This is an optimization exercise on Yosys and OpenROAD, whose aim is small area, not a production implementation. Function was checked by simulation only, so behaviour that the tests miss may differ from the original.

==> job 2477: inputs <==
## Multi_line
module Multi_line(
input clk ,
input rstn,
  input   [127:0]M_AXIS_MM2S_0_tdata,
  input   M_AXIS_MM2S_0_tvalid,
  input [4:0] MemRDcount,
  input        SampleValid,
  input [63:0] Sampledata,
  input        CalcOn,
  output[31:0] OutSumr,
  output[31:0] OutSumi
    );
export LEC_CHECK = 0
export CAP_MARGIN = 10
export CORE_MARGIN = 2
export CORE_UTILIZATION = 60
export PLACE_DENSITY_LB_ADDON = 0.2
export SLEW_MARGIN = 10
create_clock -name core_clock -period 10.0 [get_ports {clk}]
standard.sh (not shown) runs the stock make flow with config.mk's settings and CLKGATE_MAP_FILE= SYNTH_SCRIPT=/design/flow/synth_recipe.tcl, a recipe that flattens the netlist after the stock synthesis.
==> flow/flow/run.sh <==
#!/bin/bash
# Own flow: the standard layout (standard.sh) with these changes:
#  - synthesis maps the combinational logic with an area-oriented ABC script
#    (flow/abc_area.script) instead of ORFS's delay-oriented one;
#  - after Yosys extracts full adders, flow/fa_polarity.py flips adders (a full
#    adder is self-dual) so that fewer inverters are left between them;
#  - adders ($lcu) use Yosys's Sklansky prefix map instead of Kogge-Stone;
#  - ports are buffered with buf_1, and CTS uses clkbuf_4 buffers and no
#    dummy loads.
# Registers (dfflibmap) and every other step are ORFS's own.
set -euo pipefail
W=$(pwd)
rm -rf "$W/scripts_area"
cp -r "$FLOW_HOME/scripts" "$W/scripts_area"
cp "$W/flow/abc_area.script" "$W/scripts_area/abc_speed.script"
python3 "$W/flow/patch_synth.py" "$W/scripts_area/synth.tcl" "$W/flow/fa_polarity.py"
bash standard.sh SCRIPTS_DIR="$W/scripts_area" \
  "SYNTH_OPERATIONS_ARGS=-extra-map +/choices/sklansky.v" synth > "$W/flow_synth.log" 2>&1
bash standard.sh \
  "BUFFER_PORTS_ARGS=-buffer_cell sky130_fd_sc_hd__buf_1" \
  "CTS_ARGS=-sink_clustering_enable -repair_clock_nets -dont_use_dummy_load -buf_list sky130_fd_sc_hd__clkbuf_4" \
  finish > "$W/flow_finish.log" 2>&1
Other scripts of this flow, unchanged in this note and not shown: flow/flow/abc_area.script, flow/flow/fa_polarity.py, flow/flow/patch_synth.py
==> inputs of job 4461, as changes to job 2477 <==
--- a/flow/flow/run.sh
+++ b/flow/flow/run.sh
@@ -5,7 +5,7 @@
 #  - after Yosys extracts full adders, flow/fa_polarity.py flips adders (a full
 #    adder is self-dual) so that fewer inverters are left between them;
 #  - adders ($lcu) use Yosys's Sklansky prefix map instead of Kogge-Stone;
-#  - ports are buffered with buf_1, and CTS uses clkbuf_4 buffers and no
+#  - ports are buffered with buf_1, and CTS uses small clock buffers and no
 #    dummy loads.
 # Registers (dfflibmap) and every other step are ORFS's own.
 set -euo pipefail
@@ -18,5 +18,5 @@
   "SYNTH_OPERATIONS_ARGS=-extra-map +/choices/sklansky.v" synth > "$W/flow_synth.log" 2>&1
 bash standard.sh \
   "BUFFER_PORTS_ARGS=-buffer_cell sky130_fd_sc_hd__buf_1" \
-  "CTS_ARGS=-sink_clustering_enable -repair_clock_nets -dont_use_dummy_load -buf_list sky130_fd_sc_hd__clkbuf_4" \
+  "CTS_ARGS=-sink_clustering_enable -repair_clock_nets -dont_use_dummy_load -buf_list {sky130_fd_sc_hd__clkbuf_4 sky130_fd_sc_hd__clkbuf_8}" \
   finish > "$W/flow_finish.log" 2>&1
--- a/flow/config.mk
+++ b/flow/config.mk
@@ -5,8 +5,8 @@
 export SDC_FILE = /design/flow/constraint.sdc
 export NUM_CORES = 4
 export LEC_CHECK = 0
-export CAP_MARGIN = 10
+export CAP_MARGIN = 20
 export CORE_MARGIN = 2
 export CORE_UTILIZATION = 60
 export PLACE_DENSITY_LB_ADDON = 0.2
-export SLEW_MARGIN = 10
+export SLEW_MARGIN = 20
==> qor summary <==
	job 2477	job 4461
Share of cell area taken by flip-flops and latches	44.1%	44.0%
Area growth from synthesis to layout	9.36%	9.66%
Startpoint of the tightest hold check path	P2r[21]	P2r[9]
WL met1	88.5 mm	89.2 mm
Run status	timing/DRC/antenna clean	timing/DRC/antenna clean
Hold-critical path endpoint	P3r[21]	P3r[9]
Post-place setup slack	1510 ps	1500 ps
Total via count in the routed design	64600	63800
Clock buffer depth	4	3
Depth of the critical timing path with buffers and inverters included	26	27
Met2 GRT Util	58.1%	58.5%
Final hold slack	273 ps	305 ps
Drt pass-1 iters	10	8


==> run K <==
Starting RTL as in the previous note.
export LEC_CHECK = 0
export ABC_AREA = 1
export CAP_MARGIN = 20
export CORE_MARGIN = 2
export CORE_UTILIZATION = 65
export CTS_BUF_LIST = sky130_fd_sc_hd__clkbuf_8
export SLEW_MARGIN = 20
create_clock -name core_clock -period 10.0 [get_ports {clk}]
run.sh (not shown) runs the stock make flow with config.mk's settings and CLKGATE_MAP_FILE= SYNTH_SCRIPT=/design/flow/synth_recipe.tcl, a recipe that flattens the netlist after the stock synthesis.
Stock flow here: none of the scripts above is used.
==> run E (differences from run K) <==
==> flow/flow/run.sh (new file) <==
#!/bin/bash
# Own flow: the standard layout (standard.sh), except that the synthesis maps
# the combinational logic with an area-oriented ABC script (flow/abc_area.script)
# instead of ORFS's delay-oriented one. Registers, FA extraction and every later
# step are ORFS's own.
set -euo pipefail
W=$(pwd)
rm -rf "$W/scripts_area"
cp -r "$FLOW_HOME/scripts" "$W/scripts_area"
cp "$W/flow/abc_area.script" "$W/scripts_area/abc_speed.script"
bash standard.sh SCRIPTS_DIR="$W/scripts_area" synth > "$W/flow_synth.log" 2>&1
bash standard.sh finish > "$W/flow_finish.log" 2>&1
==> flow/flow/abc_area.script (new file) <==
strash
dch
amap
==> flow/standard.sh (new file) <==
#!/bin/bash
# synth_recipe.tcl (not shown) runs the flow's synth.tcl, then flattens the netlist and writes it again
# the make line also repeats each setting of config.mk as NAME=value (left out here)
make -C /OpenROAD-flow-scripts/flow DESIGN_CONFIG=/design/flow/config.mk WORK_HOME=/design/flow/orfs CLKGATE_MAP_FILE= SYNTH_SCRIPT=/design/flow/synth_recipe.tcl "${@:-finish}"
- ABC_AREA: 1 -> default
- CORE_UTILIZATION: 65 -> 40
- CTS_BUF_LIST: sky130_fd_sc_hd__clkbuf_8 -> default
removed: flow/run.sh
==> qor summary <==
| item | run K | run E |
|---|---|---|
| Run status | timing/DRC/antenna clean | timing/DRC/antenna clean |
| Reg2Reg Launch Point | Coef[27] | Coef[17] |
| Time the final worst path needs with I/O delays and setup | 7.79 ns | 8.59 ns |
| Via count of the first global-routing pass | 70.4k | 69.0k |
| Hold path start | P3i[17] | P3r[27] |
| Amount of wire on met2 after detailed routing | 125 mm | 139 mm |
| Met3 Resource Use GR | 12.7% | 6.58% |
| Inserted Diodes | 3 | 5 |
| Gate Count Post-Synth | 9086 | 7789 |
| Vias per inst | 6.42 | 6.22 |
| Area growth from synthesis to layout | 7.74% | 14.3% |
| Tap Count | 1876 | 2805 |
| Worst slew margin | 20.1% | 13.7% |
| Fraction of final layout cells sized beyond drive strength 1 | 7.24% | 6.38% |
| Area of the die | 144000 um2 | 214000 um2 |
| Synth top area share | 33.6% | 36.6% |
| Simple-gate area share of the yosys netlist | 9.79% | 7.18% |
| #MultiIn Comb | 5905 | 5554 |
| Post-synth design cell area | 91500 um2 | 84100 um2 |
| Worst-path cell with the longest stage delay | sky130_fd_sc_hd__dfrtp_1 | sky130_fd_sc_hd__or2_2 |
| Rows | 137 | 168 |

## what the ideal ports hide
The results above use ideal ports. As a check the final layouts listed here were re-extracted and re-timed, cells and wires unchanged.
Step 1 sets driving cells, clkbuf_16 on the clock port and buf_2 on the other inputs (assumed; they add their load-dependent delay and slew).
Step 2, shift: input delay + t, output delay - t, t = (earliest + latest rising clock arrival at the registers) / 2. This alone moves slack from input paths to output paths.
Slacks: ideal / step 1 / step 2; pairs: ideal / step 1.
run | t, ns | setup slack, ns | worst setup path after step 2 | cell pins on the clock port's net
job 2477 | 1.325 | 1.221 / 1.221 / 1.221 | register to register | 1
job 4461 | 0.982 | 1.372 / 1.372 / 1.372 | register to register | 1
run K | 1.040 | 2.214 / 2.214 / 2.214 | register to register | 1
run E | 0.885 | 1.409 / 1.409 / 1.409 | register to register | 1
After both steps setup and hold are still met in every run listed.
